This is an optimization exercise on Yosys and OpenROAD, whose aim is small area, not a production implementation. Only simulation tests tie the RTL to the original design; equivalence was not proved. Power and IR drop assume default switching activity.

==> run G: inputs <==
## FreqMod
module FreqMod(
    input signed [17:0] audio_in,
    input ready,
    input clock,
    input reset,
    input [9:0] controls,
    output wire signed [17:0] audio_out,
    output reg [7:0] freq1,
    output reg [7:0] freq2,
    output reg [7:0] freq3,
    output reg [7:0] freq4,
    output reg [7:0] freq5,
    output reg [7:0] freq6,
    output reg [7:0] freq7,
    output reg [4:0] weight1,
    output reg [4:0] weight2,
    output reg [4:0] weight3,
    output reg [4:0] weight4,
    output reg [4:0] weight5,
    output reg [4:0] weight6,
    output reg [4:0] weight7
    );
==> flow/config.mk <==
export PLATFORM = sky130hd
export DESIGN_NAME = FreqMod
export DESIGN_NICKNAME = FreqMod
export VERILOG_FILES = /design/flow/design.v
export SDC_FILE = /design/flow/constraint.sdc
export NUM_CORES = 4
export LEC_CHECK = 0
export ABC_AREA = 1
export CAP_MARGIN = 0
export CORE_MARGIN = 2
export CORE_UTILIZATION = 40
export SLEW_MARGIN = 0
==> flow/constraint.sdc <==
create_clock -name core_clock -period 20.0 [get_ports {clock}]
set_input_delay 4.0000 -clock core_clock [delete_from_list [all_inputs] [get_ports {clock}]]
set_output_delay 4.0000 -clock core_clock [all_outputs]
set_load 0.01 [all_outputs]
standard.sh (not shown) runs the stock make flow with config.mk's settings and CLKGATE_MAP_FILE= SYNTH_SCRIPT=/design/flow/synth_recipe.tcl, a recipe that flattens the netlist after the stock synthesis.
==> flow/flow/run.sh <==
#!/bin/bash
# The standard layout (standard.sh) with three changes:
#  - synthesis maps logic with an area-oriented ABC script (flow/abc_area.script,
#    used in place of ORFS's scripts/abc_area.script; every other script is ORFS's own);
#  - the input and output port buffers use the smallest buffer cell (buf_1);
#  - clock tree synthesis clusters up to 28 sinks and inserts no dummy loads.
set -euo pipefail
here=$(pwd)
rm -rf "$here/orfs_scripts"
cp -r "$FLOW_HOME/scripts" "$here/orfs_scripts"
cp "$here/flow/abc_area.script" "$here/orfs_scripts/abc_area.script"
export SCRIPTS_DIR="$here/orfs_scripts"
export BUFFER_PORTS_ARGS="-buffer_cell sky130_fd_sc_hd__buf_1"
export CTS_ARGS="-sink_clustering_enable -repair_clock_nets -sink_clustering_size 28 -sink_clustering_max_diameter 100 -dont_use_dummy_load"
bash standard.sh > standard.log 2>&1
==> flow/flow/abc_area.script <==
strash
dc2
dch -f
map -a
strash
dch -f
amap
topo
dnsize -c
==> run B (differences from run G) <==
==> flow/flow/run.sh (replaced) <==
#!/bin/bash
# The standard layout (standard.sh) with three changes:
#  - synthesis maps logic with an area-oriented ABC script (flow/abc_area.script,
#    used in place of ORFS's scripts/abc_area.script; every other script is ORFS's own);
#  - the input and output port buffers use the smallest buffer cell (buf_1);
#  - clock tree synthesis uses clkbuf_8, clusters up to 16 sinks, inserts no dummy loads.
set -euo pipefail
here=$(pwd)
rm -rf "$here/orfs_scripts"
cp -r "$FLOW_HOME/scripts" "$here/orfs_scripts"
cp "$here/flow/abc_area.script" "$here/orfs_scripts/abc_area.script"
export SCRIPTS_DIR="$here/orfs_scripts"
export BUFFER_PORTS_ARGS="-buffer_cell sky130_fd_sc_hd__buf_1"
export CTS_ARGS="-sink_clustering_enable -repair_clock_nets -sink_clustering_size 16 -sink_clustering_max_diameter 100 -dont_use_dummy_load -buf_list sky130_fd_sc_hd__clkbuf_8"
bash standard.sh > standard.log 2>&1
--- a/flow/config.mk
+++ b/flow/config.mk
@@ -5,8 +5,8 @@
 export SDC_FILE = /design/flow/constraint.sdc
 export NUM_CORES = 4
 export LEC_CHECK = 0
 export ABC_AREA = 1
 export CAP_MARGIN = 0
 export CORE_MARGIN = 2
-export CORE_UTILIZATION = 40
+export CORE_UTILIZATION = 70
 export SLEW_MARGIN = 0
==> run Y (differences from run G) <==
--- a/flow/design.v
+++ b/flow/design.v
@@ -54,31 +54,32 @@
     reg [575:0] ring;
     reg [4:0] m1;        
     reg pending;         
     reg [17:0] q;        
     reg [17:0] o;        
     reg [27:0] acc;
-    reg [5:0] blk;       
+    reg [8:0] t;
     wire ins = pending & (m1 == 5'd0);
     wire [17:0] tap1 = ins ? q : ring[575:558];
     wire [17:0] tap2 = ring[287:270];
     always @(posedge clock) begin
         ring <= {ring[557:0], tap1};
         if (reset) m1 <= 5'd0;
         else if (!ready) m1 <= m1 - 5'd1;
         if (reset) pending <= 1'b0;
         else if (ready) pending <= 1'b1;
         else if (m1 == 5'd0) pending <= 1'b0;
-        if (reset) blk <= 6'd63;
-        else if (ready) blk <= 6'd0;
-        else if (m1[3:0] == 4'd0 && blk != 6'd63) blk <= blk + 6'd1;
+        if (reset) t <= 9'd511;
+        else if (ready) t <= 9'd1;
+        else if (t != 9'd511) t <= t + 9'd1;
     end
     localparam A_HOLD = 2'd0, A_ZERO = 2'd1, A_X4 = 2'd2, A_X16 = 2'd3;
     localparam S_TAP = 2'd0, S_O = 2'd1, S_Q = 2'd2;
     localparam D_NONE = 2'd0, D_ROM = 2'd1, D_CONST = 2'd2, D_BOOTH = 2'd3;
-    wire [3:0] c = ~m1[3:0];
+    wire [4:0] blk = t[8:4];
+    wire [3:0] c = t[3:0];
     reg [1:0] amode;
     reg p1_on;
     reg [1:0] p2_dsrc;
     reg [1:0] p2_src;
     reg [2:0] p2_const;
     reg [3:0] pass;
@@ -87,52 +88,64 @@
     reg ld_o_y, ld_o_w, ld_q_y;
     reg [2:0] ld_f;         
     reg [2:0] o_band;       
     wire eqm = !(switches == 8'h01 || switches == 8'h02 || switches == 8'h04 ||
                  switches == 8'h08 || switches == 8'h10 || switches == 8'h20 ||
                  switches == 8'h40);
-    wire b3 = blk == 6'd3, b4 = blk == 6'd4, b5 = blk == 6'd5, b6 = blk == 6'd6;
-    wire b21 = blk == 6'd21, b22 = blk == 6'd22, b23 = blk == 6'd23, b24 = blk == 6'd24;
-    wire b25 = blk == 6'd25, b26 = blk == 6'd26, b27 = blk == 6'd27, b28 = blk == 6'd28;
-    wire b29 = blk == 6'd29, b30 = blk == 6'd30, b31 = blk == 6'd31, b32 = blk == 6'd32;
-    wire is_pass = b3 | b4 | b5 | b6 | b21 | b22 | b24 | b25 | b26 | b28 | b29 | b31;
-    wire first_zero = b3 | b21 | b24 | b28 | b31;
-    wire first_x16 = b22;
-    wire is_w = b23 | b27 | b30 | b32;
-    wire [2:0] wk = {b32, b27 | b30, b23 | b30};
-    always @(*)
-        pass = {b26 | b28 | b29 | b31, b21 | b22 | b24 | b25,
-                b5 | b6 | b24 | b25 | b29 | b31, b4 | b6 | b22 | b25 | b28 | b31};
+    reg is_pass, first_zero, first_x16, is_w;
+    reg [2:0] wk;
+    always @(*) begin
+        is_pass = 1'b0; first_zero = 1'b0; first_x16 = 1'b0; is_w = 1'b0; wk = 3'd1; pass = 4'd0;
+        case (blk)
+            5'd3:  begin is_pass = 1'b1; pass = 4'd0; first_zero = 1'b1; end    
+            5'd4:  begin is_pass = 1'b1; pass = 4'd1; end
+            5'd5:  begin is_pass = 1'b1; pass = 4'd2; end
+            5'd6:  begin is_pass = 1'b1; pass = 4'd3; end
+            5'd20: begin is_pass = 1'b1; pass = 4'd4; first_zero = 1'b1; end   
+            5'd21: begin is_pass = 1'b1; pass = 4'd5; first_x16 = 1'b1; end
+            5'd22: begin is_w = 1'b1; wk = 3'd1; end
+            5'd23: begin is_pass = 1'b1; pass = 4'd6; first_zero = 1'b1; end   
+            5'd24: begin is_pass = 1'b1; pass = 4'd7; end
+            5'd25: begin is_pass = 1'b1; pass = 4'd8; end
+            5'd26: begin is_w = 1'b1; wk = 3'd2; end
+            5'd27: begin is_pass = 1'b1; pass = 4'd9; first_zero = 1'b1; end   
+            5'd28: begin is_pass = 1'b1; pass = 4'd10; end
+            5'd29: begin is_w = 1'b1; wk = 3'd3; end
+            5'd30: begin is_pass = 1'b1; pass = 4'd11; first_zero = 1'b1; end  
+            5'd31: begin is_w = 1'b1; wk = 3'd4; end
+            default: ;
+        endcase
+    end
     always @(*) begin
         amode = A_HOLD; p1_on = 1'b0; p2_dsrc = D_NONE; p2_src = S_TAP; p2_const = 3'b000;
         wsel = wk; bstep = 2'd0;
         ld_o_y = 1'b0; ld_o_w = 1'b0; ld_q_y = 1'b0; ld_f = 3'd0; o_band = wk;
         if (is_pass) begin
             p1_on = 1'b1; p2_dsrc = D_ROM;
             if (c == 4'd0) amode = first_zero ? A_ZERO : first_x16 ? A_X16 : A_X4;
         end
-        if (blk == 6'd2) begin
+        if (blk == 5'd2) begin
             if (c == 4'd1) begin amode = A_ZERO; p2_dsrc = D_CONST; p2_src = S_Q; p2_const = 3'b010; end
             if (c == 4'd2 || c == 4'd3) amode = A_X16;
             if (c == 4'd4) begin p2_dsrc = D_CONST; p2_src = S_Q; p2_const = 3'b101; end
         end
-        if (blk == 6'd3 && c == 4'd0) ld_o_y = 1'b1;
-        if (blk == 6'd7 && c == 4'd0) ld_q_y = 1'b1;
+        if (blk == 5'd3 && c == 4'd0) ld_o_y = 1'b1;
+        if (blk == 5'd7 && c == 4'd0) ld_q_y = 1'b1;
         if (is_w) begin
             if (c == 4'd0) ld_q_y = 1'b1;
             if (c >= 4'd1 && c <= 4'd3) begin
                 amode = (c == 4'd1) ? A_ZERO : A_X4;
                 p2_dsrc = D_BOOTH; p2_src = S_Q;
                 bstep = (c == 4'd1) ? 2'd2 : (c == 4'd2) ? 2'd1 : 2'd0;
             end
             if (c == 4'd4) begin
                 ld_f = wk; p2_dsrc = eqm ? D_CONST : D_NONE; p2_src = S_O; p2_const = 3'b001;
             end
             if (c == 4'd5) ld_o_w = 1'b1;
         end
-        if (blk == 6'd20) begin
+        if (blk == 5'd19) begin
             if (c <= 4'd2) begin
                 amode = (c == 4'd0) ? A_ZERO : A_X4;
                 p2_dsrc = D_BOOTH; p2_src = S_O; wsel = 3'd7;
                 bstep = (c == 4'd0) ? 2'd2 : (c == 4'd1) ? 2'd1 : 2'd0;
             end
             if (c == 4'd3) begin ld_f = 3'd7; ld_o_w = 1'b1; o_band = 3'd7; end
@@ -179,25 +192,31 @@
             D_CONST: d2 = p2_const;
             D_BOOTH: d2 = dbooth;
             default: d2 = 3'b000;
         endcase
     end
     wire [2:0] d1g = p1_on ? d1 : 3'b000;
-    wire s_o = (p2_src == S_O), s_q = (p2_src == S_Q), s_t = (p2_src == S_TAP);
-    wire [17:0] v2 = ({18{s_o}} & o) | ({18{s_q}} & q) | ({18{s_t}} & tap2);
+    reg [17:0] v2;
+    always @(*) begin
+        case (p2_src)
+            S_O: v2 = o;
+            S_Q: v2 = q;
+            default: v2 = tap2;
+        endcase
+    end
     function [27:0] term;
         input [17:0] v;
         input [2:0] d;
-        reg [18:0] m;
+        reg [27:0] m;
         begin
-            m = ({19{d[0]}} & {v[17], v}) | ({19{d[1]}} & {v, 1'b0});
-            term = {{9{m[18] ^ d[2]}}, m ^ {19{d[2]}}};
+            m = d[0] ? {{10{v[17]}}, v} : d[1] ? {{9{v[17]}}, v, 1'b0} : 28'd0;
+            term = d[2] ? ~m : m;
         end
     endfunction
-    wire a_h = (amode == A_HOLD), a_4 = (amode == A_X4), a_16 = (amode == A_X16);
-    wire [27:0] abase = ({28{a_h}} & acc) | ({28{a_4}} & {acc[25:0], 2'b00}) | ({28{a_16}} & {acc[23:0], 4'b0000});
+    wire [27:0] abase = (amode == A_ZERO) ? 28'd0 : (amode == A_X4) ? {acc[25:0], 2'b00} :
+                        (amode == A_X16) ? {acc[23:0], 4'b0000} : acc;
     wire [27:0] t1 = term(tap1, d1g);
     wire [27:0] t2 = term(v2, d2);
     wire [27:0] cs_s = abase ^ t1 ^ t2;
     wire [27:0] cs_c = {(abase[26:0] & t1[26:0]) | (abase[26:0] & t2[26:0]) | (t1[26:0] & t2[26:0]), d1g[2]};
     wire [28:0] rc;
     wire [27:0] acc_next;
@@ -209,14 +228,14 @@
     end endgenerate
     always @(posedge clock) begin
         acc <= acc_next;
         if (ready) q <= audio_in;
         else if (ld_q_y) q <= acc[27:10];
         if (ld_o_y) o <= acc[27:10];
-        else if (ld_o_w && (o_band == 3'd7 ? (!eqm && switches[6]) :
-                            (eqm || switches[o_band - 3'd1]))) o <= acc[17:0];
+        else if (ld_o_w && (o_band == 3'd7 ? switches == 8'h40 :
+                            (eqm || switches == (8'd1 << (o_band - 3'd1))))) o <= acc[17:0];
         if (ld_f == 3'd1) freq1 <= acc[17:10];
         if (ld_f == 3'd2) freq2 <= acc[17:10];
         if (ld_f == 3'd3) freq3 <= acc[17:10];
         if (ld_f == 3'd4) freq4 <= acc[17:10];
         if (ld_f == 3'd5) freq5 <= acc[17:10];
         if (ld_f == 3'd6) freq6 <= acc[17:10];
@@ -233,13 +252,13 @@
       8'd3: dig = 6'b000101;
       8'd4: dig = 6'b000101;
       8'd5: dig = 6'b000110;
       8'd6: dig = 6'b000110;
       8'd7: dig = 6'b000110;
       8'd8: dig = 6'b000110;
-      8'd9: dig = 6'b101110;
+      8'd9: dig = 6'b000110;
       8'd10: dig = 6'b000110;
       8'd11: dig = 6'b000110;
       8'd12: dig = 6'b000101;
       8'd13: dig = 6'b000101;
       8'd14: dig = 6'b000000;
       8'd15: dig = 6'b000000;
@@ -249,13 +268,13 @@
       8'd19: dig = 6'b010001;
       8'd20: dig = 6'b001101;
       8'd21: dig = 6'b000001;
       8'd22: dig = 6'b101000;
       8'd23: dig = 6'b110101;
       8'd24: dig = 6'b110110;
-      8'd25: dig = 6'b010101;
+      8'd25: dig = 6'b110101;
       8'd26: dig = 6'b101000;
       8'd27: dig = 6'b000001;
       8'd28: dig = 6'b001101;
       8'd29: dig = 6'b010001;
       8'd30: dig = 6'b010000;
       8'd31: dig = 6'b010001;
@@ -327,13 +346,13 @@
       8'd97: dig = 6'b001001;
       8'd98: dig = 6'b001001;
       8'd99: dig = 6'b001001;
       8'd100: dig = 6'b001001;
       8'd101: dig = 6'b001001;
       8'd102: dig = 6'b001001;
-      8'd103: dig = 6'b010001;
+      8'd103: dig = 6'b001001;
       8'd104: dig = 6'b001001;
       8'd105: dig = 6'b001001;
       8'd106: dig = 6'b001001;
       8'd107: dig = 6'b001001;
       8'd108: dig = 6'b001001;
       8'd109: dig = 6'b001001;
@@ -343,13 +362,13 @@
       8'd113: dig = 6'b010010;
       8'd114: dig = 6'b010010;
       8'd115: dig = 6'b010010;
       8'd116: dig = 6'b010010;
       8'd117: dig = 6'b010010;
       8'd118: dig = 6'b010010;
-      8'd119: dig = 6'b110010;
+      8'd119: dig = 6'b010010;
       8'd120: dig = 6'b010010;
       8'd121: dig = 6'b010010;
       8'd122: dig = 6'b010010;
       8'd123: dig = 6'b010010;
       8'd124: dig = 6'b010010;
       8'd125: dig = 6'b010010;
@@ -373,13 +392,13 @@
       8'd143: dig = 6'b000000;
       8'd144: dig = 6'b000000;
       8'd145: dig = 6'b000000;
       8'd146: dig = 6'b000000;
       8'd147: dig = 6'b000000;
       8'd148: dig = 6'b000000;
-      8'd149: dig = 6'b001000;
+      8'd149: dig = 6'b000000;
       8'd150: dig = 6'b001000;
       8'd151: dig = 6'b000000;
       8'd152: dig = 6'b000000;
       8'd153: dig = 6'b000000;
       8'd154: dig = 6'b001000;
       8'd155: dig = 6'b000000;
@@ -389,13 +408,13 @@
       8'd159: dig = 6'b000000;
       8'd160: dig = 6'b001001;
       8'd161: dig = 6'b001000;
       8'd162: dig = 6'b000001;
       8'd163: dig = 6'b001001;
       8'd164: dig = 6'b010000;
-      8'd165: dig = 6'b110001;
+      8'd165: dig = 6'b010001;
       8'd166: dig = 6'b101000;
       8'd167: dig = 6'b000000;
       8'd168: dig = 6'b000010;
       8'd169: dig = 6'b000000;
       8'd170: dig = 6'b101000;
       8'd171: dig = 6'b010001;
==> flow/run.sh (new file) <==
#!/bin/bash
# synth_recipe.tcl (not shown) runs the flow's synth.tcl, then flattens the netlist and writes it again
# the make line also repeats each setting of config.mk as NAME=value (left out here)
make -C /OpenROAD-flow-scripts/flow DESIGN_CONFIG=/design/flow/config.mk WORK_HOME=/design/flow/orfs CLKGATE_MAP_FILE= SYNTH_SCRIPT=/design/flow/synth_recipe.tcl finish
==> flow/config.mk (replaced) <==
export PLATFORM = sky130hd
export DESIGN_NAME = FreqMod
export DESIGN_NICKNAME = FreqMod
export VERILOG_FILES = /design/flow/design.v
export SDC_FILE = /design/flow/constraint.sdc
export NUM_CORES = 4
export LEC_CHECK = 0
export ABC_AREA = 1
export CAP_MARGIN = 20
export CORE_MARGIN = 2
export CORE_UTILIZATION = 40
export CTS_CLUSTER_DIAMETER = 100
export CTS_CLUSTER_SIZE = 30
export SLEW_MARGIN = 20
removed: flow/flow/run.sh
removed: flow/flow/abc_area.script
removed: flow/standard.sh
==> comparison table <==
Result of the run: run B timing/DRC/antenna clean; run G timing/DRC/antenna clean; run Y timing/DRC/antenna clean
Total wire length after detailed routing: run B 54.5 mm; run G 50.1 mm; run Y 55.3 mm
Clock tree root driver cell: run B clkbuf_8; run G clkbuf_16; run Y clkbuf_16
Total Routing Usage GR: run B 33.0%; run G 17.4%; run Y 17.3%
Tapcells inserted: run B 402; run G 748; run Y 782
Net switching power: run B 0.806 mW; run G 0.770 mW; run Y 0.935 mW
Setup slack after placement: run B 0.628 ns; run G 0.707 ns; run Y 1.14 ns
Synth-to-layout area growth: run B 8.83%; run G 11.5%; run Y 12.7%
Share of total power in the clock network: run B 22.7%; run G 24.9%; run Y 22.9%
Per-cell via count in the routed design: run B 6.14; run G 5.05; run Y 4.93
Routability congestion estimate from global placement: run B 0.961; run G 0.903; run Y 0.921
Core footprint: run B 0.0314 mm2; run G 0.0551 mm2; run Y 0.0602 mm2
Dpl cell area: run B 0.0235 mm2; run G 0.0239 mm2; run Y 0.0265 mm2
Combinational power share: run B 15.2%; run G 14.0%; run Y 18.6%
Share of the core filled with cells: run B 77.2%; run G 45.0%; run Y 45.5%
Delay of the slowest cell on the worst path: run B 0.61 ns; run G 0.59 ns; run Y 0.60 ns
Simple-gate share of the synthesized area: run B 7.56%; run G 7.56%; run Y 12.6%
#FFs+latches synth: run B 747; run G 747; run Y 761
Clock latency on the worst-skew pair: run B 0.63 ns; run G 0.57 ns; run Y 0.65 ns
Number of ordinary and repair buffers in the finished layout: run B 164; run G 163; run Y 154
Antenna violations before repair: run B 2; run G 0; run Y 0
FF-to-FF setup slack: run B 1.16 ns; run G 1.66 ns; run Y 3.99 ns
Effective utilization at floorplan: run B 70.9%; run G 40.4%; run Y 40.4%

what the ideal ports hide:
The results above use ideal ports. As a check the final layouts listed here were re-extracted and re-timed, cells and wires unchanged.
Step 1 (the two cells are an assumption about what drives the block):
set clk [get_ports {clock}]
set_driving_cell -lib_cell sky130_fd_sc_hd__clkbuf_16 $clk
set_driving_cell -lib_cell sky130_fd_sc_hd__buf_2 [delete_from_list [all_inputs] $clk]
Step 2 times the ports against the registers' clock, not the clock port: input delays grow and output delays shrink by t, the midpoint of the rising clock arrivals with the driver on.
Slacks: no drivers / after step 1 / after step 2; pairs: no drivers / after step 1.
run | t (ns) | setup WS [ns] | hold WS [ns]
run G | 0.578 | 1.324 / 1.357 / 0.779 | 0.267 / 0.267 / 0.267
run B | 0.646 | 0.980 / 1.010 / 0.364 | 0.278 / 0.278 / 0.278
run Y | 0.689 | 1.807 / 1.843 / 1.154 | 0.320 / 0.320 / 0.320
After both steps every run listed still meets setup and hold. The setup slack of run Y, which loses most, moves by +0.036 ns with the drivers and by -0.653 ns with both steps.
